Source: an optimization exercise on an open RTL-to-GDS flow (aim: small area and a short achievable clock period). Production flows keep margins and buffers that such runs may drop. Only simulation tests tie the RTL to the original design; equivalence was not proved. Power and IR drop assume default switching activity.

==> inputs of run a <==
==> flow/design.v (excerpt) <==
module RFCorrelator(bit_stream, clk, reset, Target_Num,
num_1, num_2, num_3, num_4, num_5, num_6, num_7, num_8, num_9, num_10, num_11, num_12, num_13, num_14, num_15, num_16, Out_str);
output [31:0] Target_Num;
input clk, reset, bit_stream;
output [3:0] Out_str;
input [31:0] num_1, num_2, num_3, num_4, num_5, num_6, num_7, num_8, num_9, num_10, num_11, num_12, num_13, num_14, num_15, num_16;
reg [31:0] shift_reg;
reg [5:0] current_bit;
reg [31:0] Target_Num;
reg [55:0] hpair_reg;
wire [55:0] hpair;
correlation_32 u(num_1, num_2, num_3, num_4, num_5, num_6, num_7, num_8, num_9, num_10, num_11, num_12, num_13, num_14, num_15, num_16, Target_Num, hpair);
argmin_16 s(hpair_reg, Out_str);
wire load = current_bit[5];
always @(posedge clk)
begin
	shift_reg <= {bit_stream, shift_reg[31:1]};
	hpair_reg <= hpair;
	if (reset)
		current_bit <= 0;
	else if (load)
		current_bit <= 0;
	else
		current_bit <= current_bit + 1;
	if (!reset && load)
		Target_Num <= shift_reg;
end
endmodule
clock: 55.0 ns
lec_check: 0
abc_area: 1
cap_margin: 20
core_margin: 2
core_utilization: 40
cts_buf_list: sky130_fd_sc_hd__clkbuf_8
place_density: 0.75
slew_margin: 20
synth_hierarchical: 1
standard.sh (not shown) runs the stock make flow with config.mk's settings and CLKGATE_MAP_FILE= SYNTH_SCRIPT=/design/flow/synth_recipe.tcl, a recipe that flattens the netlist after the stock synthesis.
==> flow/flow/run.sh <==
#!/bin/bash
# The standard layout (standard.sh) with two changes:
#  - synthesis maps the logic with ABC scripts of our own (flow/abc_*.script):
#    the pair_min module with flow/abc_pair.script, the argmin_16 module with
#    flow/abc_argmin.script, the rest with flow/abc_main.script. Everything
#    else in synthesis is the standard flow's script
#    (synth_recipe.tcl), so the registers are the standard synthesis's.
#  - the port buffers are the smallest buffer (buf_1).
# Each tool's output goes to the ORFS logs under orfs/logs; make's own
# output goes to flow_make.log.
set -euo pipefail
W=$PWD
export MY_ABC_SCRIPT=$W/flow/abc_main.script
export MY_ABC_SEL_SCRIPT=$W/flow/abc_argmin.script
export MY_ABC_PAIR_SCRIPT=$W/flow/abc_pair.script
export BUFFER_PORTS_ARGS="-buffer_cell sky130_fd_sc_hd__buf_1"
cat > $W/my_synth.tcl <<EOF
proc abc {args} {
  set i [lsearch -exact \$args -script]
  if { \$i >= 0 } {
    set a1 \$args
    lset a1 [expr {\$i + 1}] \$::env(MY_ABC_SCRIPT)
    set a2 \$args
    lset a2 [expr {\$i + 1}] \$::env(MY_ABC_SEL_SCRIPT)
    set a3 \$args
    lset a3 [expr {\$i + 1}] \$::env(MY_ABC_PAIR_SCRIPT)
    yosys abc {*}\$a3 pair_min
    yosys abc {*}\$a2 argmin_16
    yosys abc {*}\$a1
    return
  }
  yosys abc {*}\$args
}
source $W/synth_recipe.tcl
EOF
grep -q 'SYNTH_SCRIPT=[^ ]*synth_recipe.tcl' standard.sh
sed "s#SYNTH_SCRIPT=[^ ]*synth_recipe.tcl#SYNTH_SCRIPT=$W/my_synth.tcl#" standard.sh > my_standard.sh
bash my_standard.sh > flow_make.log 2>&1
==> flow/flow/abc_argmin.script <==
strash; dch; map -a; topo; buffer -c; upsize -c; dnsize -c; stime -c
==> flow/flow/abc_main.script <==
strash; dch; map -a; topo; stime -c
==> flow/flow/abc_pair.script <==
strash; dch; map -a; topo; stime -c
==> run b: changes against run a <==
PLACE_DENSITY = 0.6   (was 0.75)
==> results.py <==
metrics = {
    "layout": {
        "utilization": 0.4756,
    },
    "detailed_routing": {
        "via_per_inst": 5.318,
    },
    "power": {
        "power.leakage_uw": 0.008858,
    },
    "global_routing": {
        "use_met1": 0.3563,
        "grt_usage": 0.2884,
    },
    "run_status": {
        "status": "complete, no violations",
    },
}
# the run above: run a

==> results.py <==
metrics = {
    "layout": {
        "fillers": 4424,
        "utilization": 0.4762,
    },
    "timing": {
        "setup_viol": 0,
    },
    "run_status": {
        "status": "complete, no violations",
    },
    "power": {
        "power.leakage_uw": 0.008854,
    },
    "global_routing": {
        "grt_usage": 0.2806,
        "use_met1": 0.3592,
    },
    "detailed_routing": {
        "via_per_inst": 5.176,
    },
}
# the run above: run b

[what the ideal ports hide]
No port has a modelled driver above. Below, the same layouts with a new extraction and two added sets of constraints. Step 1 (the two cells are an assumption about what drives the block):
set clk [get_ports {clk}]
set_driving_cell -lib_cell sky130_fd_sc_hd__clkbuf_16 $clk
set_driving_cell -lib_cell sky130_fd_sc_hd__buf_2 [delete_from_list [all_inputs] $clk]
Step 2 moves the port delays by t, midway between the first and last clock arrival at a register: inputs arrive t later, outputs are due t later. That takes back most of the time a late clock gives input paths. Slacks: ideal / step 1 / step 2; pairs: ideal / step 1.
| run | shift t [ns] | setup WS [ns] | hold WS [ns] | worst setup path at the end | worst register clock-pin slew, ns |
|---|---|---|---|---|---|
| run a | 0.512 | 39.762 / 39.717 / 39.300 | 0.348 / 0.348 / 0.348 | input to register | 0.09 / 0.09 |
| run b | 0.519 | 39.799 / 39.810 / 39.310 | 0.345 / 0.345 / 0.345 | input to register | 0.09 / 0.09 |
After both steps setup and hold are still met in every run listed. The setup slack of run b, which loses most, moves by +0.011 ns with the drivers and by -0.489 ns with both steps.
